Context: an optimization exercise on an open-source flow, tuned for small area, a short achievable clock period and few clock cycles. The choices shown serve that exercise and are no tape-out recipe.
No run shown here included a check of the RTL's function; only the layout flow was run.
Power is estimated from default activity; no workload was simulated.

$ cat design/flow/run.sh
#!/bin/bash
# synth_recipe.tcl (not shown) runs the flow's synth.tcl, then flattens the netlist and writes it again
# the make line also repeats each setting of config.mk as NAME=value (left out here)
make -C /OpenROAD-flow-scripts/flow DESIGN_CONFIG=/design/flow/config.mk WORK_HOME=/design/flow/orfs CLKGATE_MAP_FILE= SYNTH_SCRIPT=/design/flow/synth_recipe.tcl finish
$ cat design/flow/config.mk
export PLATFORM = sky130hd
export DESIGN_NAME = jlc3_core
export DESIGN_NICKNAME = jlc3_core
export VERILOG_FILES = /design/flow/design.v
export SDC_FILE = /design/flow/constraint.sdc
export NUM_CORES = 4
export LEC_CHECK = 0
export CAP_MARGIN = 20
export CORE_MARGIN = 2
export CORE_UTILIZATION = 40
export PLACE_DENSITY = 0.6
export SETUP_SLACK_MARGIN = 3.0
export SLEW_MARGIN = 20
export TNS_END_PERCENT = 100
$ cat design/flow/constraint.sdc
create_clock -name core_clock -period 8.0 [get_ports {clk_i_w}]
set_input_delay 1.6000 -clock core_clock [delete_from_list [all_inputs] [get_ports {clk_i_w}]]
set_output_delay 1.6000 -clock core_clock [all_outputs]
set_load 0.01 [all_outputs]
$ cat design/flow/design.v
module jlc3_core (
     input  wire        clk_i_w
    ,input  wire        rst_i_w       
    ,input  wire        en_i_w        
    ,output wire        mem_en_o_w
    ,output wire        mem_we_o_w
    ,output wire [15:0] mem_addr_o_w
    ,output wire [15:0] mem_wdat_o_w
    ,input  wire [15:0] mem_rdat_i_w
    ,input  wire        mem_rdy_i_w
);
    reg [15:0] addr_r;    
    reg [15:0] pc_r;      
    reg        dat_r;     
    reg        dld_r;     
    reg        dst_r;     
    reg        dptr_r;    
    reg [2:0]  dreg_r;    
    reg [2:0]  nzp_r;
    reg [15:0] rf_r [0:7];
    reg [7:0]  rv_r;      
    integer i;
    wire adv_w = en_i_w & mem_rdy_i_w;
    wire fet_w = ~dat_r;
    wire [15:0] ins_w = mem_rdat_i_w;
    wire [3:0]  op_w  = ins_w[15:12];
    wire i_br   = (op_w == 4'b0000);
    wire i_alu  = (op_w == 4'b0001) | (op_w == 4'b0101) | (op_w == 4'b1001);
    wire i_ld   = (op_w == 4'b0010);
    wire i_st   = (op_w == 4'b0011);
    wire i_jsr  = (op_w == 4'b0100);
    wire i_ldr  = (op_w == 4'b0110);
    wire i_str  = (op_w == 4'b0111);
    wire i_ldi  = (op_w == 4'b1010);
    wire i_sti  = (op_w == 4'b1011);
    wire i_jmp  = (op_w == 4'b1100);
    wire i_lea  = (op_w == 4'b1110);
    wire i_trap = (op_w == 4'b1111);
    wire br_take_w = |(ins_w[11:9] & nzp_r);
    wire [2:0] ra_w = ins_w[8:6];
    wire [2:0] rb_w = dat_r ? dreg_r : ins_w[2:0];
    reg  [15:0] rda_w;
    reg  [15:0] rdb_w;
    always @(*) begin
        rda_w = 16'b0;
        rdb_w = 16'b0;
        for (i = 0; i < 8; i = i + 1) begin
            rda_w = rda_w | ({16{rv_r[i] & (ra_w == i)}} & rf_r[i]);
            rdb_w = rdb_w | ({16{rv_r[i] & (rb_w == i)}} & rf_r[i]);
        end
    end
    wire [15:0] off9_w  = {{7{ins_w[8]}}, ins_w[8:0]};
    wire [15:0] off11_w = {{5{ins_w[10]}}, ins_w[10:0]};
    wire [15:0] off6_w  = {{10{ins_w[5]}}, ins_w[5:0]};
    wire [15:0] imm5_w  = {{11{ins_w[4]}}, ins_w[4:0]};
    wire [15:0] pcn_w   = addr_r + 16'd1;
    wire [15:0] pcoff_w = pcn_w + (i_jsr ? off11_w : off9_w);
    wire        isreg_w = ~op_w[1] & ~ins_w[5];          
    wire [15:0] s2_w  = isreg_w ? rdb_w : (op_w[1] ? off6_w : imm5_w);
    wire [15:0] sum_w = rda_w + s2_w;
    reg  [15:0] alu_w;
    always @(*) begin
        case (op_w[3:2])
            2'b01:   alu_w = rda_w & s2_w;     
            2'b10:   alu_w = ~rda_w;           
            default: alu_w = sum_w;            
        endcase
    end
    wire f_seq   = i_alu | i_lea | (i_br & ~br_take_w) | (op_w == 4'b1000) | (op_w == 4'b1101);
    wire f_pcoff = (i_br & br_take_w) | (i_jsr & ins_w[11]) | i_ld | i_st | i_ldi | i_sti;
    wire f_ra    = i_jmp | (i_jsr & ~ins_w[11]);
    wire f_sum   = i_ldr | i_str;
    wire f_trap  = i_trap;
    wire d_pc    = dld_r | dst_r;               
    wire d_rdat  = ~dld_r & ~dst_r;             
    wire [15:0] nxt_w = fet_w ? (({16{f_seq}}   & pcn_w)
                               | ({16{f_pcoff}} & pcoff_w)
                               | ({16{f_ra}}    & rda_w)
                               | ({16{f_sum}}   & sum_w)
                               | ({16{f_trap}}  & {8'b0, ins_w[7:0]}))
                              : (({16{d_pc}}    & pc_r)
                               | ({16{d_rdat}}  & mem_rdat_i_w));
    wire wr_alu  = fet_w & i_alu;
    wire wr_lea  = fet_w & i_lea;
    wire wr_link = fet_w & (i_jsr | i_trap);
    wire wr_mem  = dld_r;
    wire wen_w   = wr_alu | wr_lea | wr_link | wr_mem;
    wire [2:0]  wa_w = dat_r ? dreg_r : (wr_link ? 3'd7 : ins_w[11:9]);
    wire [15:0] wd_w = ({16{wr_alu}}  & alu_w)
                     | ({16{wr_lea}}  & pcoff_w)
                     | ({16{wr_link}} & pcn_w)
                     | ({16{wr_mem}}  & mem_rdat_i_w);
    always @(posedge clk_i_w) begin
        if (adv_w && wen_w)
            rf_r[wa_w] <= wd_w;
    end
    always @(posedge clk_i_w or negedge rst_i_w) begin
        if (!rst_i_w) begin
            rv_r  <= 8'b0;
            nzp_r <= 3'b010;
        end else if (adv_w && wen_w) begin
            rv_r[wa_w] <= 1'b1;
            nzp_r <= wd_w[15] ? 3'b100 : ((|wd_w) ? 3'b001 : 3'b010);
        end
    end
    always @(posedge clk_i_w or negedge rst_i_w) begin
        if (!rst_i_w) begin
            addr_r <= 16'b0;
            dat_r  <= 1'b0;
            dld_r  <= 1'b0;
            dst_r  <= 1'b0;
            dptr_r <= 1'b0;
        end else if (adv_w) begin
            addr_r <= nxt_w;
            if (fet_w) begin
                dat_r  <= i_ld | i_ldr | i_st | i_str | i_ldi | i_sti | i_trap;
                dld_r  <= i_ld | i_ldr;
                dst_r  <= i_st | i_str;
                dptr_r <= i_ldi | i_sti;
            end else begin
                dat_r  <= dptr_r;
                dld_r  <= dptr_r & ~dreg_st_w;
                dst_r  <= dptr_r & dreg_st_w;
                dptr_r <= 1'b0;
            end
        end
    end
    reg dreg_st_r;
    wire dreg_st_w = dreg_st_r;
    always @(posedge clk_i_w) begin
        if (adv_w && fet_w) begin
            pc_r      <= pcn_w;
            dreg_r    <= ins_w[11:9];
            dreg_st_r <= op_w[0];
        end
    end
    assign mem_en_o_w   = en_i_w;
    assign mem_we_o_w   = dst_r;
    assign mem_addr_o_w = addr_r;
    assign mem_wdat_o_w = rdb_w;
endmodule
==> reports/summary.log, run 1 <==
[run] max_cap viols 0
[finish] P&R area growth vs syn 29.6%
[drt] Metal-1 WL 16500 um
[place] minimum setup slack after placement 0.443 ns
[timing] number of setup violations in the final report 0
[clocking] CTS Buffer Depth 2
[finish] multi-input logic area 6050 sq um
[synth] nets in the synthesized netlist 1113
[grt] Total GRT Usage 27.0%
[drt] Avg Vias per Cell 6.54
[power_and_ir_drop] worst voltage drop across the vdd grid 152 uV
[drt] per-cell routed wire length 25.7 um
[synth] area fraction of the dominant cell type after synthesis 40.3%
[place] weighted congestion reported at the end of routability-driven placement 0.923
[drt] 1st-iter DRT viols 1221
[critical_path] Worst setup startpoint mem_rdat_i_w[2]
[place] Final HPWL DP 26300 um
[critical_path] CP max stage delay 0.51 ns
[drt] met2 wire length 18200 um
[synth] cell type with the largest total area after synthesis sky130_fd_sc_hd__edfxtp_1
[run_status] run status no timing/DRC/antenna violations
[timing] Setup WS post-layout 1.77 ns
[clocking] total clock sinks 179
[die] number of I/O pins 54
[timing] final period demand of the worst path 6.23 ns
[finish] antenna cells 0
[synth] Mapped Cells 1052
[drt] met3 routed WL 3640 um
[synth] Synth Cell Area 11000 sq um
[clocking] Worst-path clk slew 0.08 ns
[die] total number of placement rows 60
[critical_path] Arrival @ worst endpoint 6.59 ns
[finish] ratio of cells with drive above 1 in the final layout 25.7%
[grt] first-pass GRT wire length 58800 um
[critical_path] CP Data Required Time 8.36 ns
[die] area of the die 28900 sq um
[worst_hold_path] worst hold path startpoint nzp_r[1]$_DFFE_PN1P_
[die] core outline area 27000 sq um
[timing] actual slew at the worst max-slew pin 0.914 ns
[critical_path] Crit Reg-Reg Startpoint dat_r$_DFFE_PN0P_
[critical_path] Critical Path Fanout Max 7
[drt] drt total wl 40000 um
[critical_path] combined buffer and inverter count along the critical path 1
[synth] Synth async-reset ratio 17.3%
[critical_path] critical path type in -> reg
[die] die outline height 170 um
[place] Buffers on Ports 53
[drt] number of detailed-routing iterations run before antenna repair 6
[critical_path] register-to-register setup slack 2.01 ns
[drt] Antenna Nets Post-Route 0
[synth] fraction of the yosys area taken by sequential cells 47.4%
[timing] Total Neg Setup Slack 0 ns
[clocking] Clock H-tree levels 4
[synth] Post-Syn Area per Cell 10.5 sq um
[clocking] buffer type at the clock tree root sky130_fd_sc_hd__clkbuf_16
[synth] top post-synthesis cells by area sky130_fd_sc_hd__edfxtp_1 (40%), sky130_fd_sc_hd__dfrtp_1 (6.8%), sky130_fd_sc_hd__a22o_1 (4.9%)
[drt] Post-route DRC 0
[clocking] hold_buf cts 0
[die] effective utilization at floorplan 40.8%
[synth] Synth Warn # 1
[synth] Post-synth top flop sky130_fd_sc_hd__edfxtp_1
[synth] post-synthesis sequential element count 179
[clocking] number of CTS-inserted buffers 17
[die] die boundary width 170 um
[critical_path] family of cells with the greatest summed delay on the critical path simple AND/OR/NAND/NOR gates
[finish] storage element area 5220 sq um
[drt] overall via count from detail_route 10200
[drt] highest metal layer used by the detailed router met4
[timing] portion of the clock cycle consumed by the worst path in the final layout 77.8%
[finish] Post-layout nets 1260
[timing] count of endpoints failing hold in the final timing report 0
[grt] vias in the first global route 9751
[power_and_ir_drop] total leakage power 0.00554 uW
[timing] relative slew slack 38.4%
[timing] RSZ-0062 raised after global routing true
[grt] largest net degree at the start of global routing 46
[critical_path] startpoint types primary input
[grt] grt ovf 0
[critical_path] endpoint type of the worst setup path register
[synth] library cells used by synthesis 75
[timing] pins over their slew limit 0
[clocking] insertion delay to the later sink of the worst-skew pair 0.44 ns
[finish] # fillers 2293
[clocking] clock tree from TritonCTS built
[power_and_ir_drop] areal power density over the cells 271 nW/um^2
[critical_path] worst-path cell with the longest stage delay sky130_fd_sc_hd__or4b_4
[timing] highest attainable clock frequency 0.161 GHz
[grt] initial antenna violation count 0
[timing] post-route clock skew 0.0147 ns
[synth] number of synthesized flops with an enable pin 148
[worst_hold_path] HP Class reg -> reg
[critical_path] Critical Path, Cell by Cell buf_12 > mux2_4 > nand2_4 > nor2_4 > a22o_1 > a221oi_2 > nand4_1 > mux2_4 > ha_4 > or4b_4 > o311ai_2 > or3_1 > a222oi_1 > o211ai_1 > or4_1 > or4b_1 > or4b_4 > or4_1 > o31ai_2
worst paths after layout:
kind / endpoint / depth (start not counted)
max: nzp_r[1]$_DFFE_PN1P_ / 19
min reg2reg: nzp_r[1]$_DFFE_PN1P_ / 2
max reg2reg: nzp_r[1]$_DFFE_PN1P_ / 19
max in group asynchronous: nzp_r[1]$_DFFE_PN1P_ / 2
min: nzp_r[1]$_DFFE_PN1P_ / 2
min in group asynchronous: rv_r[2]$_DFFE_PN0P_ / 2
report_power, final:
| part | leakage, uW | internal [uW] | total [uW] | switching (uW) |
|---|---|---|---|---|
| Clock | 0.000298 | 450 | 872 | 421 |
| Sequential | 0.00173 | 1140 | 1230 | 89.9 |
| Combinational | 0.00351 | 794 | 1770 | 973 |
| Total | 0.00554 | 2380 | 3870 | 1480 |
layer usage:
metal | GRT usage (%) | vias up
met5 | 0 | -
met1 | 35.7 | 4988
met4 | 10.9 | 0
met2 | 43.2 | 603
li1 | - | 4448
met3 | 6.09 | 114
cells in the mapped netlist (9+ instances only):
cell / n
sky130_fd_sc_hd__and3_1: 21
sky130_fd_sc_hd__nor2b_1: 9
sky130_fd_sc_hd__a221o_1: 10
sky130_fd_sc_hd__ha_1: 39
sky130_fd_sc_hd__a21oi_1: 32
sky130_fd_sc_hd__o21ai_0: 65
sky130_fd_sc_hd__edfxtp_1: 148
sky130_fd_sc_hd__dfrtp_1: 30
sky130_fd_sc_hd__inv_1: 37
sky130_fd_sc_hd__buf_2: 13
sky130_fd_sc_hd__nand2_1: 113
sky130_fd_sc_hd__a221oi_1: 24
sky130_fd_sc_hd__nor3_1: 11
sky130_fd_sc_hd__nor4_1: 18
sky130_fd_sc_hd__nand3_1: 39
sky130_fd_sc_hd__nor2_1: 39
sky130_fd_sc_hd__xor2_1: 15
sky130_fd_sc_hd__a22oi_1: 56
sky130_fd_sc_hd__clkbuf_1: 50
sky130_fd_sc_hd__a21o_1: 19
sky130_fd_sc_hd__a22o_1: 62
sky130_fd_sc_hd__xnor2_1: 27
sky130_fd_sc_hd__a222oi_1: 18
layout by cell type, fill, tap and decap left out, types with 6 or more instances in the layout:
cell                              netlist  layout
sky130_fd_sc_hd__a311oi_1               7       7
sky130_fd_sc_hd__xnor2_1               27      26
sky130_fd_sc_hd__a221o_1               10       9
sky130_fd_sc_hd__dfrtp_1               30      29
sky130_fd_sc_hd__nand2b_1               6       6
sky130_fd_sc_hd__a21oi_1               32      28
sky130_fd_sc_hd__o21ai_1                0       8
sky130_fd_sc_hd__xor2_1                15      15
sky130_fd_sc_hd__a21o_1                19      19
sky130_fd_sc_hd__nand4_1                6       6
sky130_fd_sc_hd__a221oi_1              24      17
sky130_fd_sc_hd__o21a_1                 8       8
sky130_fd_sc_hd__clkdlybuf4s50_1        0      29
sky130_fd_sc_hd__inv_1                 37      35
sky130_fd_sc_hd__a31oi_1                7       6
sky130_fd_sc_hd__clkbuf_16              0      18
sky130_fd_sc_hd__and2_1                 8       8
sky130_fd_sc_hd__and3_1                21      15
sky130_fd_sc_hd__a222oi_1              18      18
sky130_fd_sc_hd__a22o_1                62      61
sky130_fd_sc_hd__nor2b_1                9       9
sky130_fd_sc_hd__o211ai_1               8       8
sky130_fd_sc_hd__a22oi_1               56      56
sky130_fd_sc_hd__nor4_1                18       6
sky130_fd_sc_hd__mux2_4                 0       6
sky130_fd_sc_hd__a221oi_2               1       6
sky130_fd_sc_hd__nor4_4                 0       8
sky130_fd_sc_hd__and3_4                 0       6
sky130_fd_sc_hd__edfxtp_1             148     148
sky130_fd_sc_hd__nand3_1               39      35
sky130_fd_sc_hd__buf_6                  3      48
sky130_fd_sc_hd__nor2_1                39      31
sky130_fd_sc_hd__buf_4                  3      97
sky130_fd_sc_hd__nand2_1              113     109
sky130_fd_sc_hd__buf_2                 13      12
sky130_fd_sc_hd__ha_1                  39      32
sky130_fd_sc_hd__o21ai_0               65      54
worst min-delay path: stages, from the launching register on:
cell and delay (ns):
sky130_fd_sc_hd__dfstp_2 0.38, sky130_fd_sc_hd__nand2_1 0.07, sky130_fd_sc_hd__o31ai_2 0.06
stage by stage:
step	power, uW	cell area [sq um]	instances	hold WS [ns]	utilization (%)
after floorplan	2150	11200	1052	0.434	-
after global placement	2640	12200	1418	0.471	45.1
after detailed placement	2650	12200	1418	0.479	45.2
after CTS	3690	13700	1522	0.491	50.8
after global routing	4050	14300	1552	0.527	52.8
final	3870	14300	1552	0.499	52.8
cell type report:
cell class | instances | share of cell area [%]
multi-input cells | 763 | 42.4
inverters | 37 | 0.990
clock inverters | 14 | 1.32
well taps | 341 | 2.99
clock buffers | 17 | 2.98
repair buffers | 201 | 12.8
flip-flops and latches | 179 | 36.6
sequential cells by signal, indices dropped and copies added (netlist names):
name       count
dst_r          1
pc_r          16
nzp_r          3
dreg_st_r      1
dat_r          1
addr_r        16
rf_r         128
rv_r           8
dptr_r         1
dld_r          1
dreg_r         3
timing repair:
item                                    4_1_cts  5_1_grt
cloned                                        0        2
endpoints found under the setup margin      153       86
gates resized for setup                     165       86
buffers inserted                             73       28
pin swaps                                    43       35
logic make-up after synthesis:
| logic type | after synthesis | synth area share, % |
|---|---|---|
| flip-flops | 179 | 47.4 |
| multiplexers | 13 | 1.27 |
| AO/OA/AOI/OAI | 365 | 24.9 |
| AND/OR/NAND/NOR | 302 | 14.1 |
| buffers and inverters | 110 | 4.20 |
| adder cells (fa/ha/maj) | 41 | 4.79 |
| XOR/XNOR | 42 | 3.34 |
==> run 2: changes to the inputs <==
--- a/design/flow/config.mk
+++ b/design/flow/config.mk
@@ -9,6 +9,6 @@
 export CORE_MARGIN = 2
 export CORE_UTILIZATION = 40
 export PLACE_DENSITY = 0.6
-export SETUP_SLACK_MARGIN = 3.0
+export SETUP_SLACK_MARGIN = 3.6
 export SLEW_MARGIN = 20
 export TNS_END_PERCENT = 100
==> reports/summary.log, run 2 <==
[run_status] run status no timing/DRC/antenna violations
[critical_path] CP Data Required Time 8.31 ns [-0.05 ns]
[worst_hold_path] worst hold path startpoint nzp_r[1]$_DFFE_PN1P_
[die] number of I/O pins 54 [unchanged]
[die] total number of placement rows 60 [unchanged]
[power_and_ir_drop] areal power density over the cells 270 nW/um^2 [-0.40%]
[power_and_ir_drop] switching part of the total power 38.6% [+0.25 points]
[timing] RSZ-0062 raised after global routing true
[power_and_ir_drop] relative contribution of combinational cells to total power 48.2% [+2.5 points]
[die] area of the die 28900 sq um [unchanged]
[place] number of instances in the placed design 1407 [-0.78%]
[place] Final HPWL DP 26200 um [-0.42%]
[clocking] buffer type at the clock tree root sky130_fd_sc_hd__clkbuf_16
[clocking] insertion delay to the later sink of the worst-skew pair 0.45 ns [about the same]
[finish] P&R area growth vs syn 36.0%
[finish] antenna cells 0 [unchanged]
[finish] ratio of cells with drive above 1 in the final layout 31.7% [+6.0 points]
[place] Buffers on Ports 53 [unchanged]
[synth] area fraction of the dominant cell type after synthesis 40.3% [unchanged]
[finish] top library cells by usage in the layout, fill and taps aside sky130_fd_sc_hd__edfxtp_1 (148), sky130_fd_sc_hd__nand2_1 (108), sky130_fd_sc_hd__buf_4 (87)
[synth] cell type with the largest total area after synthesis sky130_fd_sc_hd__edfxtp_1
[synth] Post-synth top cells sky130_fd_sc_hd__edfxtp_1 (148), sky130_fd_sc_hd__nand2_1 (113), sky130_fd_sc_hd__o21ai_0 (65)
[timing] highest attainable clock frequency 0.161 GHz [+0.42%]
[grt] vias in the first global route 9820 [+0.71%]
[power_and_ir_drop] Internal Dissipation 2480 uW [+4.1%]
[timing] actual slew at the worst max-slew pin 0.954 ns [+0.0396 ns]
[synth] Post-Syn Area per Cell 10.5 sq um [unchanged]
[critical_path] startpoint types primary input
[grt] grt ovf 0 [unchanged]
[grt] Total GRT Usage 27.6% [+0.56 points]
[finish] register containing the most flip-flops in the final layout rf_r
[timing] pins over their slew limit 0 [unchanged]
[synth] most frequent cell after synthesis sky130_fd_sc_hd__edfxtp_1
[synth] nets in the synthesized netlist 1113 [unchanged]
[power_and_ir_drop] power share of the clock group 21.2% [-1.3 points]
[power_and_ir_drop] worst voltage drop across the vdd grid 128 uV [-16%]
[drt] per-cell routed wire length 26.2 um [+1.7%]
[synth] fraction of the yosys area taken by sequential cells 47.4% [unchanged]
[critical_path] Critical Path Fanout Max 7 [unchanged]
[power_and_ir_drop] part of the total power dissipated in sequential elements 30.6% [-1.1 points]
[clocking] hold_buf cts 0 [unchanged]
[die] die boundary width 170 um [unchanged]
[power_and_ir_drop] Net Switching 1560 uW [+5.2%]
[finish] most frequent standard cell in the layout excluding fill and tap cells sky130_fd_sc_hd__edfxtp_1
[drt] 1st-iter DRT viols 1254 [+2.7%]
[critical_path] Crit path top cell by count sky130_fd_sc_hd__buf_6
[drt] drt total wl 41000 um [+2.7%]
[die] effective utilization at floorplan 40.8% [unchanged]
[drt] Post-route DRC 0 [unchanged]
[critical_path] worst-path cell with the longest stage delay sky130_fd_sc_hd__or4b_4
[critical_path] CP max stage delay 0.50 ns [about the same]
[finish] Layout Cells excl Fill 1567 [+0.97%]
[worst_hold_path] HP Class reg -> reg
[power_and_ir_drop] total leakage power 0.00574 uW [+3.5%]
[critical_path] Critical Path, Cell by Cell clkdlybuf4s15_2 > buf_6 > nor4bb_4 > buf_4 > a22oi_1 > nand4_2 > ha_1 > a21o_1 > nor4bb_1 > or3_1 > a222oi_1 > o211ai_1 > or4_4 > or4b_4 > or4b_4 > buf_6 > buf_6 > nor4_4 > o31ai_2
[clocking] clock tree from TritonCTS built
[synth] top post-synthesis cells by area sky130_fd_sc_hd__edfxtp_1 (40%), sky130_fd_sc_hd__dfrtp_1 (6.8%), sky130_fd_sc_hd__a22o_1 (4.9%)
[timing] number of setup violations in the final report 0 [unchanged]
[synth] Mapped Cells 1052 [unchanged]
[finish] # fillers 2173 [-5.2%]
[timing] relative slew slack 36.4% [-2.0 points]
[run] max_cap viols 0 [unchanged]
[drt] Antenna Nets Post-Route 0 [unchanged]
[timing] final period demand of the worst path 6.20 ns [-0.0261 ns]
[critical_path] combined buffer and inverter count along the critical path 5 [+4]
[critical_path] Worst setup startpoint mem_rdat_i_w[7]
[clocking] total clock sinks 179 [unchanged]
[finish] flip-flop count of the largest register, all copies and words added 128 [unchanged]
[critical_path] family of cells with the greatest summed delay on the critical path simple AND/OR/NAND/NOR gates
[critical_path] critical path type in -> reg
[drt] number of detailed-routing iterations run before antenna repair 6 [unchanged]
[drt] Avg Vias per Cell 6.58 [+0.56%]
[die] core outline area 27000 sq um [unchanged]
[clocking] number of CTS-inserted buffers 17 [unchanged]
[drt] overall via count from detail_route 10300 [+1.5%]
[timing] portion of the clock cycle consumed by the worst path in the final layout 77.5% [-0.33 points]
[timing] Total Neg Setup Slack 0 ns [unchanged]
[clocking] Worst-path clk slew 0.07 ns [about the same]
[synth] Synth async-reset ratio 17.3% [unchanged]
[critical_path] Arrival @ worst endpoint 6.51 ns [-0.08 ns]
[finish] registers with the most flip-flops rf_r (128), addr_r (16), pc_r (16)
[synth] Post-synth top flop sky130_fd_sc_hd__edfxtp_1
[synth] library cells used by synthesis 75 [unchanged]
[timing] post-route clock skew 0.0164 ns [+0.00178 ns]
[grt] largest net degree at the start of global routing 47 [+2.2%]
[critical_path] Crit Reg-Reg Startpoint dat_r$_DFFE_PN0P_
[die] die outline height 170 um [unchanged]
[synth] Synth Cell Area 11000 sq um [unchanged]
[timing] count of endpoints failing hold in the final timing report 0 [unchanged]
[critical_path] endpoint type of the worst setup path register
[finish] Post-layout nets 1274 [+1.1%]
[synth] number of synthesized flops with an enable pin 148 [unchanged]
[clocking] Clock H-tree levels 4 [unchanged]
[clocking] CTS Buffer Depth 2 [unchanged]
[grt] first-pass GRT wire length 59900 um [+1.8%]
[grt] initial antenna violation count 0 [unchanged]
[synth] Synth Warn # 1 [unchanged]
[place] weighted congestion reported at the end of routability-driven placement 0.892 [-3.3%]
[synth] post-synthesis sequential element count 179 [unchanged]
-- run 2: cell count changes in the layout (fill, tap and decap cells not counted), sizes merged --
cell / previous run / this run
buf: 162 / 181
clkdlybuf4s15: 1 / 2
clkdlybuf4s50: 29 / 30
clkinv: 8 / 5
clkinvlp: 0 / 2
dlygate4sd2: 4 / 0
dlymetal6s2s: 3 / 1
inv: 42 / 43
-- run 2: stage by stage --
stage          hold slack [ns]  setup WS, ns  area [sq um]  power [uW]  util, %
6_report                 0.494          1.80         15000        4040     55.5
4_1_cts                  0.493          1.97         14400        3790     53.1
3_3_place_gp             0.474         0.594         12200        2650     45.3
3_5_place_dp             0.484         0.506         12300        2650     45.4
5_1_grt                  0.528          1.66         15000        4210     55.5
2_1_floorplan            0.434          1.64         11500        2180        -
-- run 2: worst min-delay path, delay by kind of cell, from the launching register on --
kind / cells / cell delay (ns)
AND/OR/NAND/NOR: 1 / 0.07
flip-flops: 1 / 0.37
AO/OA/AOI/OAI: 1 / 0.06
-- run 2: final timing paths --
kind                       slack, ns  cells after the start              endpoint
max                             1.80                     19  nzp_r[0]$_DFFE_PN0P_
min                             0.49                      2  nzp_r[1]$_DFFE_PN1P_
min in group asynchronous       1.57                      2   rv_r[7]$_DFFE_PN0P_
min reg2reg                     0.49                      2  nzp_r[1]$_DFFE_PN1P_
max in group asynchronous       6.08                      2  nzp_r[1]$_DFFE_PN1P_
max reg2reg                     1.95                     24  nzp_r[0]$_DFFE_PN0P_
-- run 2: final cells by class --
type,instances,area (sq um),share of cell area [%]
tap,341,427,2.85
clock buffer,18,429,2.86
multi-input combinational,763,6490,43.3
sequential,179,5220,34.8
clock inverter,14,160,1.07
timing repair buffer,215,2120,14.1
inverter,37,139,0.927
-- run 2: kinds of logic (layout without fill, tap and decap cells) --
group           count (synthesis)  after routing  synth area share (%)
compound gates                365            365                  24.9
xor+xnor                       42             42                  3.34
buf+inv                       110            284                  4.20
simple gates                  302            302                  14.1
mux                            13             13                  1.27
fa+ha+maj                      41             41                  4.79
flops                         179            179                  47.4
-- run 2: timing repair --
item	4_1_cts	5_1_grt
buffers inserted	98	30
pin swaps	56	55
endpoints found under the hold margin	0	0
resized for setup	253	95
endpoints found under the setup margin	292	217
gates cloned	0	0
-- run 2: layer usage --
metal / vias up / GRT usage (%) / share of wire [%] / wire [um]
met5: - / 0 / 0 / 0
met4: 0 / 12.2 / 5.0 / 2040
li1: 4487 / - / - / -
met2: 683 / 43.3 / 45 / 18500
met1: 4985 / 37.1 / 41 / 16700
met3: 154 / 5.49 / 9.3 / 3800
-- run 2: power by group through the flow --
| stage | Sequential [uW] | Clock, uW | Combinational (uW) |
|---|---|---|---|
| after floorplan | 1220 | 0 | 959 |
| after global placement | 1250 | 0 | 1400 |
| after detailed placement | 1250 | 0 | 1400 |
| after CTS | 1230 | 859 | 1700 |
| after global routing | 1240 | 906 | 2060 |
| final | 1240 | 858 | 1950 |
==> run 3: changes to the inputs <==
--- a/design/flow/design.v
+++ b/design/flow/design.v
@@ -16,7 +16,8 @@
     reg        dst_r;     
     reg        dptr_r;    
     reg [2:0]  dreg_r;    
-    reg [2:0]  nzp_r;
+    reg        n_r;       
+    reg        z_r;
     reg [15:0] rf_r [0:7];
     reg [7:0]  rv_r;      
     integer i;
@@ -36,7 +37,7 @@
     wire i_jmp  = (op_w == 4'b1100);
     wire i_lea  = (op_w == 4'b1110);
     wire i_trap = (op_w == 4'b1111);
-    wire br_take_w = |(ins_w[11:9] & nzp_r);
+    wire br_take_w = (ins_w[11] & n_r) | (ins_w[10] & z_r) | (ins_w[9] & ~n_r & ~z_r);
     wire [2:0] ra_w = ins_w[8:6];
     wire [2:0] rb_w = dat_r ? dreg_r : ins_w[2:0];
     reg  [15:0] rda_w;
@@ -49,21 +50,47 @@
             rdb_w = rdb_w | ({16{rv_r[i] & (rb_w == i)}} & rf_r[i]);
         end
     end
+    function [15:0] add16(input [15:0] a, input [15:0] b, input cin);
+        reg [15:0] g, p, gg, pp, gn, pn;
+        integer l, k;
+        begin
+            g = a & b;
+            p = a ^ b;
+            gg = g;
+            gg[0] = g[0] | (p[0] & cin);
+            pp = p;
+            for (l = 1; l < 16; l = l * 2) begin
+                gn = gg;
+                pn = pp;
+                for (k = l; k < 16; k = k + 1) begin
+                    gn[k] = gg[k] | (pp[k] & gg[k-l]);
+                    pn[k] = pp[k] & pp[k-l];
+                end
+                gg = gn;
+                pp = pn;
+            end
+            add16 = p ^ {gg[14:0], cin};
+        end
+    endfunction
     wire [15:0] off9_w  = {{7{ins_w[8]}}, ins_w[8:0]};
     wire [15:0] off11_w = {{5{ins_w[10]}}, ins_w[10:0]};
     wire [15:0] off6_w  = {{10{ins_w[5]}}, ins_w[5:0]};
     wire [15:0] imm5_w  = {{11{ins_w[4]}}, ins_w[4:0]};
-    wire [15:0] pcn_w   = addr_r + 16'd1;
-    wire [15:0] pcoff_w = pcn_w + (i_jsr ? off11_w : off9_w);
+    wire [15:0] pcn_w   = add16(addr_r, 16'd0, 1'b1);
+    wire [15:0] pcoff_w = add16(addr_r, (i_jsr ? off11_w : off9_w), 1'b1);
     wire        isreg_w = ~op_w[1] & ~ins_w[5];          
     wire [15:0] s2_w  = isreg_w ? rdb_w : (op_w[1] ? off6_w : imm5_w);
-    wire [15:0] sum_w = rda_w + s2_w;
+    wire [15:0] sum_w = add16(rda_w, s2_w, 1'b0);
+    wire [15:0] and_w = rda_w & s2_w;
     reg  [15:0] alu_w;
+    reg         aluz_w;                       
+    wire [15:0] p_w = rda_w ^ s2_w;
+    wire        sumz_w = ~p_w[0] & (p_w[15:1] == (rda_w[14:0] | s2_w[14:0]));
     always @(*) begin
         case (op_w[3:2])
-            2'b01:   alu_w = rda_w & s2_w;     
-            2'b10:   alu_w = ~rda_w;           
-            default: alu_w = sum_w;            
+            2'b01: begin alu_w = and_w;  aluz_w = ~|and_w; end    
+            2'b10: begin alu_w = ~rda_w; aluz_w = &rda_w;  end    
+            default: begin alu_w = sum_w; aluz_w = sumz_w; end    
         endcase
     end
     wire f_seq   = i_alu | i_lea | (i_br & ~br_take_w) | (op_w == 4'b1000) | (op_w == 4'b1101);
@@ -90,17 +117,23 @@
                      | ({16{wr_lea}}  & pcoff_w)
                      | ({16{wr_link}} & pcn_w)
                      | ({16{wr_mem}}  & mem_rdat_i_w);
+    wire        wz_w = (wr_alu  & aluz_w)
+                     | (wr_lea  & ~|pcoff_w)
+                     | (wr_link & ~|pcn_w)
+                     | (wr_mem  & ~|mem_rdat_i_w);
     always @(posedge clk_i_w) begin
         if (adv_w && wen_w)
             rf_r[wa_w] <= wd_w;
     end
     always @(posedge clk_i_w or negedge rst_i_w) begin
         if (!rst_i_w) begin
-            rv_r  <= 8'b0;
-            nzp_r <= 3'b010;
+            rv_r <= 8'b0;
+            n_r  <= 1'b0;
+            z_r  <= 1'b1;
         end else if (adv_w && wen_w) begin
             rv_r[wa_w] <= 1'b1;
-            nzp_r <= wd_w[15] ? 3'b100 : ((|wd_w) ? 3'b001 : 3'b010);
+            n_r <= wd_w[15];
+            z_r <= wz_w;
         end
     end
     always @(posedge clk_i_w or negedge rst_i_w) begin
--- a/design/flow/config.mk
+++ b/design/flow/config.mk
@@ -9,6 +9,6 @@
 export CORE_MARGIN = 2
 export CORE_UTILIZATION = 40
 export PLACE_DENSITY = 0.6
-export SETUP_SLACK_MARGIN = 3.6
+export SETUP_SLACK_MARGIN = 0
 export SLEW_MARGIN = 20
 export TNS_END_PERCENT = 100
==> reports/summary.log, run 3 <==
[critical_path] startpoint types primary input
[drt] drt total wl 40300 um [-1.8%]
[grt] grt ovf 0 [unchanged]
[drt] number of detailed-routing iterations run before antenna repair 8 [+2]
[synth] nets in the synthesized netlist 1224 [+10%]
[clocking] insertion delay to the later sink of the worst-skew pair 0.45 ns [about the same]
[finish] register containing the most flip-flops in the final layout rf_r
[drt] Post-route DRC 0 [unchanged]
[critical_path] CP Data Required Time 8.09 ns [-0.22 ns]
[critical_path] Critical Path Fanout Max 16 [+9]
[critical_path] CP max stage delay 0.83 ns [+0.33 ns]
[worst_hold_path] HP Class reg -> reg
[finish] top library cells by usage in the layout, fill and taps aside sky130_fd_sc_hd__edfxtp_1 (148), sky130_fd_sc_hd__nand2_1 (102), sky130_fd_sc_hd__a22oi_1 (87)
[synth] Synth Warn # 1 [unchanged]
[power_and_ir_drop] areal power density over the cells 270 nW/um^2 [+0.20%]
[die] effective utilization at floorplan 40.3% [-0.44 points]
[critical_path] combined buffer and inverter count along the critical path 2 [-3]
[place] number of instances in the placed design 1531 [+8.8%]
[synth] most frequent cell after synthesis sky130_fd_sc_hd__edfxtp_1
[clocking] total of cells resized after clock tree synthesis 0 [-100%]
[timing] highest attainable clock frequency 0.143 GHz [-11%]
[clocking] Worst-path clk slew 0.08 ns [about the same]
[timing] pins over their slew limit 0 [unchanged]
[grt] vias in the first global route 9894 [+0.75%]
[synth] cell type with the largest total area after synthesis sky130_fd_sc_hd__edfxtp_1
[finish] most frequent standard cell in the layout excluding fill and tap cells sky130_fd_sc_hd__edfxtp_1
[synth] area fraction of the dominant cell type after synthesis 38.7% [-1.6 points]
[drt] overall via count from detail_route 10100 [-1.8%]
[synth] simple logic cell fraction of the synthesized area 14.5% [+0.42 points]
[finish] ratio of cells with drive above 1 in the final layout 7.97% [-24 points]
[synth] multiplexer fraction of the synthesized cell area 0.545% [-0.73 points]
[grt] largest net degree at the start of global routing 31 [-34%]
[timing] final period demand of the worst path 7.00 ns [+0.796 ns]
[finish] Post-layout nets 1243 [-2.4%]
[finish] flip-flop count of the largest register, all copies and words added 128 [unchanged]
[place] weighted congestion reported at the end of routability-driven placement 0.934 [+4.7%]
[clocking] Clock H-tree levels 4 [unchanged]
[synth] Synth Cell Area 11500 sq um [+4.2%]
[critical_path] endpoint type of the worst setup path register
[die] area of the die 30100 sq um [+4.1%]
[finish] P&R area growth vs syn 13.8%
[synth] combinational family with the most area after synthesis compound AO/OA/AOI/OAI gates
[timing] relative slew slack 23.7% [-13 points]
[synth] Post-synth top cells sky130_fd_sc_hd__edfxtp_1 (148), sky130_fd_sc_hd__nand2_1 (102), sky130_fd_sc_hd__a22oi_1 (87)
[critical_path] family of cells with the greatest summed delay on the critical path compound AO/OA/AOI/OAI gates
[place] standard cell area after detailed placement 12500 sq um [+1.6%]
[synth] XOR/XNOR share of the synthesized area 4.32% [+0.98 points]
[finish] antenna cells 0 [unchanged]
[clocking] total clock sinks 178 [-0.56%]
[clocking] clock tree from TritonCTS built
[synth] synthesized-area fraction occupied by ao, oa, aoi and oai cells 23.9% [-1.0 points]
[timing] RSZ-0062 raised after global routing false
[clocking] hold_buf cts 0 [unchanged]
[critical_path] register-to-register setup slack 1.79 ns [-0.16 ns]
[clocking] CTS Buffer Depth 2 [unchanged]
[timing] Total Neg Setup Slack 0 ns [unchanged]
[synth] post-synthesis sequential element count 178 [-0.56%]
[synth] number of synthesized flops with an enable pin 148 [unchanged]
[drt] 1st-iter DRT viols 1497 [+19%]
[critical_path] Crit path top cell by count sky130_fd_sc_hd__o21ai_0
[finish] Layout Cells excl Fill 1563 [-0.26%]
[synth] Post-synth top flop sky130_fd_sc_hd__edfxtp_1
[finish] # fillers 2677 [+23%]
[power_and_ir_drop] total leakage power 0.00483 uW [-16%]
[critical_path] Arrival @ worst endpoint 7.08 ns [+0.57 ns]
[critical_path] Critical Path, Cell by Cell clkdlybuf4s50_1 > inv_1 > o21ai_0 > and3_1 > a22o_1 > a221oi_1 > and3_1 > o21ai_0 > ha_1 > a211oi_1 > o21ai_1 > a41oi_2 > o211ai_1 > xnor2_1 > a21o_1 > o21ai_0
[timing] number of setup violations in the final report 0 [unchanged]
[run] max_cap viols 0 [unchanged]
[drt] per-cell routed wire length 25.8 um [-1.6%]
[synth] library cells used by synthesis 80 [+6.7%]
[timing] actual slew at the worst max-slew pin 1.14 ns [+0.190 ns]
[power_and_ir_drop] Final Total Pwr 3530 uW [-13%]
[die] die outline height 173 um [+2.0%]
[run_status] run status no timing/DRC/antenna violations
[place] Final HPWL DP 29100 um [+11%]
[synth] Mapped Cells 1147 [+9.0%]
[finish] Final Instance Area 13100 sq um [-13%]
[grt] first-pass GRT wire length 60700 um [+1.3%]
[die] die boundary width 173 um [+2.0%]
[synth] Synth async-reset ratio 16.9% [-0.46 points]
[critical_path] worst-path cell with the longest stage delay sky130_fd_sc_hd__o21ai_0
[synth] Synth Area in Adders 6.34% [+1.6 points]
[power_and_ir_drop] worst voltage drop across the vdd grid 140 uV [+9.3%]
[die] core outline area 28500 sq um [+5.3%]
[grt] Total GRT Usage 26.4% [-1.2 points]
[synth] fraction of the yosys area taken by sequential cells 45.3% [-2.1 points]
[synth] top post-synthesis cells by area sky130_fd_sc_hd__edfxtp_1 (39%), sky130_fd_sc_hd__dfrtp_1 (6.3%), sky130_fd_sc_hd__ha_1 (6.0%)
[timing] post-route clock skew 0.0125 ns [-0.00395 ns]
[finish] registers with the most flip-flops rf_r (128), addr_r (16), pc_r (16)
[place] Buffers on Ports 53 [unchanged]
[clocking] buffer type at the clock tree root sky130_fd_sc_hd__clkbuf_16
[die] total number of placement rows 62 [+3.3%]
[timing] count of endpoints failing hold in the final timing report 0 [unchanged]
[drt] Avg Vias per Cell 6.47 [-1.6%]
[critical_path] critical path type in -> reg
[drt] Antenna Nets Post-Route 0 [unchanged]
[die] number of I/O pins 54 [unchanged]
[clocking] number of CTS-inserted buffers 17 [unchanged]
[clocking] count of buffers added by post-CTS timing repair for setup 0 [-100%]
[synth] Post-Syn Area per Cell 10.0 sq um [-4.4%]
[grt] initial antenna violation count 1 [+1]
[timing] portion of the clock cycle consumed by the worst path in the final layout 87.4% [+9.9 points]
run 3: worst reg2reg max path, cell delays in order (launching register included):
cell and delay (ns):
sky130_fd_sc_hd__dfrtp_1 0.84, sky130_fd_sc_hd__inv_2 0.30, sky130_fd_sc_hd__a21boi_0 0.48, sky130_fd_sc_hd__and3_1 0.81
sky130_fd_sc_hd__a221oi_1 0.20, sky130_fd_sc_hd__and3_1 0.25, sky130_fd_sc_hd__o21ai_0 0.45, sky130_fd_sc_hd__ha_1 0.37
sky130_fd_sc_hd__a211oi_1 0.32, sky130_fd_sc_hd__o21ai_1 0.19, sky130_fd_sc_hd__a41oi_2 0.33, sky130_fd_sc_hd__o211ai_1 0.14
sky130_fd_sc_hd__xnor2_1 0.16, sky130_fd_sc_hd__a21o_1 0.18, sky130_fd_sc_hd__o21ai_0 0.83
run 3: cell families (layout without fill, tap and decap cells):
kind of cell    Yosys count  count (layout)
fa+ha+maj                57              57
buf+inv                 152             184
simple gates            320             320
mux                       6               6
xor+xnor                 55              55
flops                   178             178
compound gates          379             379
run 3: worst paths after layout:
path,from,to,depth (start not counted)
setup / recovery,mem_rdat_i_w[1],rf_r[0][11]$_DFFE_PP_,16
hold / removal,dreg_st_r$_DFFE_PP_,dld_r$_DFFE_PN0P_,1
setup reg to reg,dat_r$_DFFE_PN0P_,rf_r[0][11]$_DFFE_PP_,14
hold reg to reg,dreg_st_r$_DFFE_PP_,dld_r$_DFFE_PN0P_,1
max in group asynchronous,rst_i_w,rv_r[5]$_DFFE_PN0P_,1
min in group asynchronous,rst_i_w,addr_r[4]$_DFFE_PN0P_,1
run 3: area by class of cell:
class / instances / area [sq um] / area share, %
multi-input cells: 817 / 5770 / 44.2
flip-flops and latches: 178 / 5200 / 39.8
repair buffers: 81 / 736 / 5.63
well taps: 384 / 480 / 3.68
clock buffers: 17 / 425 / 3.26
inverters: 71 / 267 / 2.04
clock inverters: 15 / 185 / 1.42
run 3: metal layers:
layer	up-vias	global-route usage, %	part of all wire, %
li1	4461	-	-
met4	2	11.0	3.9
met2	625	43.7	47
met3	115	3.57	7.8
met1	4916	35.0	41
met5	-	0	0.032
run 3: power by group:
group / switching, uW / internal (uW) / total (uW) / leakage, uW
Sequential: 110 / 1120 / 1230 / 0.00174
Clock: 435 / 425 / 859 / 0.000284
Combinational: 879 / 559 / 1440 / 0.00281
Total: 1420 / 2110 / 3530 / 0.00483
run 3: metrics by stage:
stage          util, %  hold WS [ns]  setup slack, ns
3_3_place_gp      43.7         0.483            0.925
4_1_cts           45.9         0.493             1.22
5_1_grt           45.9         0.517            0.622
2_1_floorplan        -         0.433             2.16
3_5_place_dp      43.7         0.483            0.753
6_report          45.9         0.493             1.01
==> run 4: changes to the inputs <==
--- a/design/flow/config.mk
+++ b/design/flow/config.mk
@@ -9,6 +9,6 @@
 export CORE_MARGIN = 2
 export CORE_UTILIZATION = 40
 export PLACE_DENSITY = 0.6
-export SETUP_SLACK_MARGIN = 0
+export SETUP_SLACK_MARGIN = 3.5
 export SLEW_MARGIN = 20
 export TNS_END_PERCENT = 100
==> reports/summary.log, run 4 <==
[synth] post-synthesis sequential element count 178 [unchanged]
[synth] Synth Warn # 1 [unchanged]
[finish] flip-flop count of the largest register, all copies and words added 128 [unchanged]
[critical_path] CP max stage delay 0.37 ns [-0.46 ns]
[timing] pins over their slew limit 0 [unchanged]
[critical_path] worst-path cell with the longest stage delay sky130_fd_sc_hd__o32ai_4
[worst_hold_path] worst hold path depth 2 [+1]
[finish] most frequent standard cell in the layout excluding fill and tap cells sky130_fd_sc_hd__edfxtp_1
[clocking] CTS Buffer Depth 2 [unchanged]
[critical_path] endpoint type of the worst setup path output port
[place] standard cell area after detailed placement 12600 sq um [+1.3%]
[timing] final period demand of the worst path 5.05 ns [-1.94 ns]
[timing] count of endpoints failing hold in the final timing report 0 [unchanged]
[grt] initial antenna violation count 0 [-1]
[die] core outline area 28500 sq um [unchanged]
[finish] top library cells by usage in the layout, fill and taps aside sky130_fd_sc_hd__edfxtp_1 (148), sky130_fd_sc_hd__buf_4 (114), sky130_fd_sc_hd__nand2_1 (97)
[finish] Final Instance Area 15200 sq um [+16%]
[power_and_ir_drop] worst voltage drop across the vdd grid 137 uV [-2.1%]
[clocking] Clock H-tree levels 4 [unchanged]
[clocking] insertion delay to the later sink of the worst-skew pair 0.45 ns [about the same]
[critical_path] critical path type in -> out
[critical_path] startpoint types primary input
[finish] Layout Cells excl Fill 1692 [+8.3%]
[place] Final HPWL DP 28400 um [-2.7%]
[timing] highest attainable clock frequency 0.198 GHz [+38%]
[finish] Final Util 53.4% [+7.5 points]
[finish] ratio of cells with drive above 1 in the final layout 29.8% [+22 points]
[synth] most frequent cell after synthesis sky130_fd_sc_hd__edfxtp_1
[timing] post-route clock skew 0.0111 ns [-0.00141 ns]
[synth] area fraction of the dominant cell type after synthesis 38.7% [unchanged]
[drt] 1st-iter DRT viols 1410 [-5.8%]
[critical_path] Arrival @ worst endpoint 3.45 ns [-3.63 ns]
[critical_path] Worst Reg2Reg Path Length in Cells 17 [+3]
[finish] registers with the most flip-flops rf_r (128), addr_r (16), pc_r (16)
[drt] number of detailed-routing iterations run before antenna repair 9 [+1]
[timing] Total Neg Setup Slack 0 ns [unchanged]
[grt] largest net degree at the start of global routing 31 [unchanged]
[worst_hold_path] Hold Crit Endpoint dptr_r$_DFFE_PN0P_
[finish] P&R area growth vs syn 32.3%
[drt] per-cell routed wire length 26.2 um [+1.7%]
[critical_path] register-to-register setup slack 3.35 ns [+1.56 ns]
[timing] RSZ-0062 raised after global routing true
[critical_path] Crit path top cell by count sky130_fd_sc_hd__buf_6
[synth] top post-synthesis cells by area sky130_fd_sc_hd__edfxtp_1 (39%), sky130_fd_sc_hd__dfrtp_1 (6.3%), sky130_fd_sc_hd__ha_1 (6.0%)
[run_status] run status no timing/DRC/antenna violations
[timing] portion of the clock cycle consumed by the worst path in the final layout 63.2% [-24 points]
[critical_path] CP Data Required Time 6.40 ns [-1.69 ns]
[synth] Post-synth top flop sky130_fd_sc_hd__edfxtp_1
[finish] antenna cells 0 [unchanged]
[grt] first-pass GRT wire length 65300 um [+7.6%]
[synth] Mapped Cells 1147 [unchanged]
[clocking] number of CTS-inserted buffers 17 [unchanged]
[synth] Post-Syn Area per Cell 10.0 sq um [unchanged]
[die] total number of placement rows 62 [unchanged]
[timing] actual slew at the worst max-slew pin 1.08 ns [-0.0631 ns]
[worst_hold_path] HP Class reg -> reg
[finish] Post-layout nets 1373 [+10%]
[synth] Synth async-reset ratio 16.9% [unchanged]
[grt] Total GRT Usage 28.5% [+2.1 points]
[synth] nets in the synthesized netlist 1224 [unchanged]
[die] die boundary width 173 um [unchanged]
[drt] overall via count from detail_route 11000 [+8.3%]
[critical_path] Critical Path Fanout Max 5 [-11]
[clocking] total clock sinks 178 [unchanged]
[critical_path] destination of the worst register-to-register timing path rf_r[7][12]$_DFFE_PP_
[clocking] Worst-path clk slew 0.08 ns [about the same]
[grt] grt ovf 0 [unchanged]
[critical_path] Crit Reg-Reg Startpoint dat_r$_DFFE_PN0P_
[run] max_cap viols 0 [unchanged]
[place] weighted congestion reported at the end of routability-driven placement 0.925 [-0.99%]
[synth] fraction of the yosys area taken by sequential cells 45.3% [unchanged]
[drt] Post-route DRC 0 [unchanged]
[drt] drt total wl 44300 um [+10%]
[place] number of instances in the placed design 1532 [+0.065%]
[synth] library cells used by synthesis 80 [unchanged]
[drt] Antenna Nets Post-Route 0 [unchanged]
[timing] relative slew slack 27.9% [+4.2 points]
[clocking] clock tree from TritonCTS built
[critical_path] Critical Path, Cell by Cell buf_12 > o32ai_4 > and3_4 > buf_6 > a221oi_2 > and3_4 > buf_4 > buf_6 > buf_6 > buf_6 > buf_6 > inv_1 > buf_2
[drt] Avg Vias per Cell 6.48 [about the same]
[place] Buffers on Ports 53 [unchanged]
[grt] vias in the first global route 10600 [+6.9%]
[finish] register containing the most flip-flops in the final layout rf_r
[synth] Synth Cell Area 11500 sq um [unchanged]
[timing] number of setup violations in the final report 0 [unchanged]
[synth] number of synthesized flops with an enable pin 148 [unchanged]
[die] die outline height 173 um [unchanged]
[synth] Post-synth top cells sky130_fd_sc_hd__edfxtp_1 (148), sky130_fd_sc_hd__nand2_1 (102), sky130_fd_sc_hd__a22oi_1 (87)
[power_and_ir_drop] areal power density over the cells 263 nW/um^2 [-2.5%]
[worst_hold_path] worst hold path startpoint dptr_r$_DFFE_PN0P_
[place] minimum setup slack after placement 1.31 ns [+0.555 ns]
[power_and_ir_drop] total leakage power 0.00578 uW [+20%]
[die] effective utilization at floorplan 40.3% [unchanged]
[die] number of I/O pins 54 [unchanged]
[clocking] buffer type at the clock tree root sky130_fd_sc_hd__clkbuf_16
[timing] Setup WS post-layout 2.95 ns [+1.94 ns]
[synth] cell type with the largest total area after synthesis sky130_fd_sc_hd__edfxtp_1
[die] area of the die 30100 sq um [unchanged]
[run 4: cell types whose count changed in the layout (fill, tap and decap cells not counted), sizes merged]
cell	before	now
dlygate4sd2	0	1
clkdlybuf4s50	52	26
and3	23	25
buf	29	180
bufbuf	0	1
a211o	4	5
bufinv	0	2
clkinvlp	3	0
[run 4: how the worst max path moves through the flow]
stage | start | slack [ns] | end | cells past startpoint
floorplan | mem_rdat_i_w[2] | 2.96 | n_r$_DFFE_PN0P_ | 19
global placement | mem_rdat_i_w[1] | 1.46 | rf_r[6][12]$_DFFE_PP_ | 19
detailed placement | mem_rdat_i_w[1] | 1.31 | n_r$_DFFE_PN0P_ | 18
CTS | mem_rdat_i_w[0] | 3.12 | rf_r[0][12]$_DFFE_PP_ | 19
global route | mem_rdat_i_w[8] | 2.86 | rf_r[4][12]$_DFFE_PP_ | 18
finish | mem_rdat_i_w[2] | 2.95 | mem_wdat_o_w[0] | 13
[run 4: area by class of cell]
class / count / area [sq um]
fill: 2466 / 13300
multi-input combinational: 820 / 6680
sequential: 178 / 5200
timing repair buffer: 208 / 1960
tap: 384 / 480
clock buffer: 17 / 425
inverter: 71 / 282
clock inverter: 14 / 174
[run 4: routing by layer]
| layer | GRT usage (%) | vias to the layer above | wire [um] |
|---|---|---|---|
| met1 | 37.5 | 5339 | 17600 |
| met4 | 12.5 | 0 | 1960 |
| met2 | 45.7 | 731 | 20300 |
| met5 | 0 | - | 0 |
| li1 | - | 4734 | - |
| met3 | 6.01 | 156 | 4450 |
[run 4: per-stage QoR]
step	hold slack, ns	power, uW
floorplan	0.433	2170
global placement	0.480	2660
detailed placement	0.496	2670
CTS	0.509	3810
global route	0.533	4150
finish	0.516	4000
[run 4: logic make-up after synthesis]
kind of cell	synth area share [%]
adder cells (fa/ha/maj)	6.34
XOR/XNOR	4.32
buffers and inverters	5.15
multiplexers	0.545
AND/OR/NAND/NOR	14.5
flip-flops	45.3
AO/OA/AOI/OAI	23.9
[run 4: what timing repair did]
action	in CTS	in global routing
hold buffers	0	0
setup endpoints to repair	172	149
gates resized for setup	306	66
pin swaps	89	49
buffers inserted	95	30
gates cloned	4	0
[run 4: worst max-delay path: cells and delay by family]
kind / cells / cell delay [ns]
buf+inv: 9 / 0.95
simple gates: 2 / 0.47
compound gates: 2 / 0.43
[run 4: power breakdown]
group / switching [uW] / total, uW / internal (uW) / leakage, uW
clock network: 413 / 884 / 471 / 0.000294
registers: 112 / 1230 / 1120 / 0.00174
logic: 1050 / 1880 / 830 / 0.00375

what the ideal ports hide:
The flow's constraints put no driver on any port. The routed layouts listed below were extracted and timed again, unchanged, in two steps.
Step 1, drivers: a clkbuf_16 drives clk_i_w and a buf_2 each remaining input, both assumed.
Step 2 adds t to the input delays and takes it off the output delays; t is the mean of the earliest and latest rising clock arrival at the registers after step 1. Input paths then give back, and output paths get back, about the clock's delay inside the block.
Slacks: ideal / step 1 / step 2; pairs: ideal / step 1.
run | t, ns | slack for setup (ns) | slew at the worst register clock pin (ns) | worst data-port slew with drivers (ns)
run 1 | 0.489 | 1.775 / 1.726 / 1.237 | 0.08 / 0.08 | 0.11
run 2 | 0.488 | 1.801 / 1.805 / 1.317 | 0.08 / 0.08 | 0.06
run 3 | 0.489 | 1.005 / 1.003 / 0.514 | 0.08 / 0.08 | 0.05
run 4 | 0.493 | 2.947 / 2.867 / 2.555 | 0.08 / 0.08 | 0.08
After both steps every run listed still meets setup and hold. The setup slack of run 1, which loses most, moves by -0.049 ns with the drivers and by -0.538 ns with both steps.
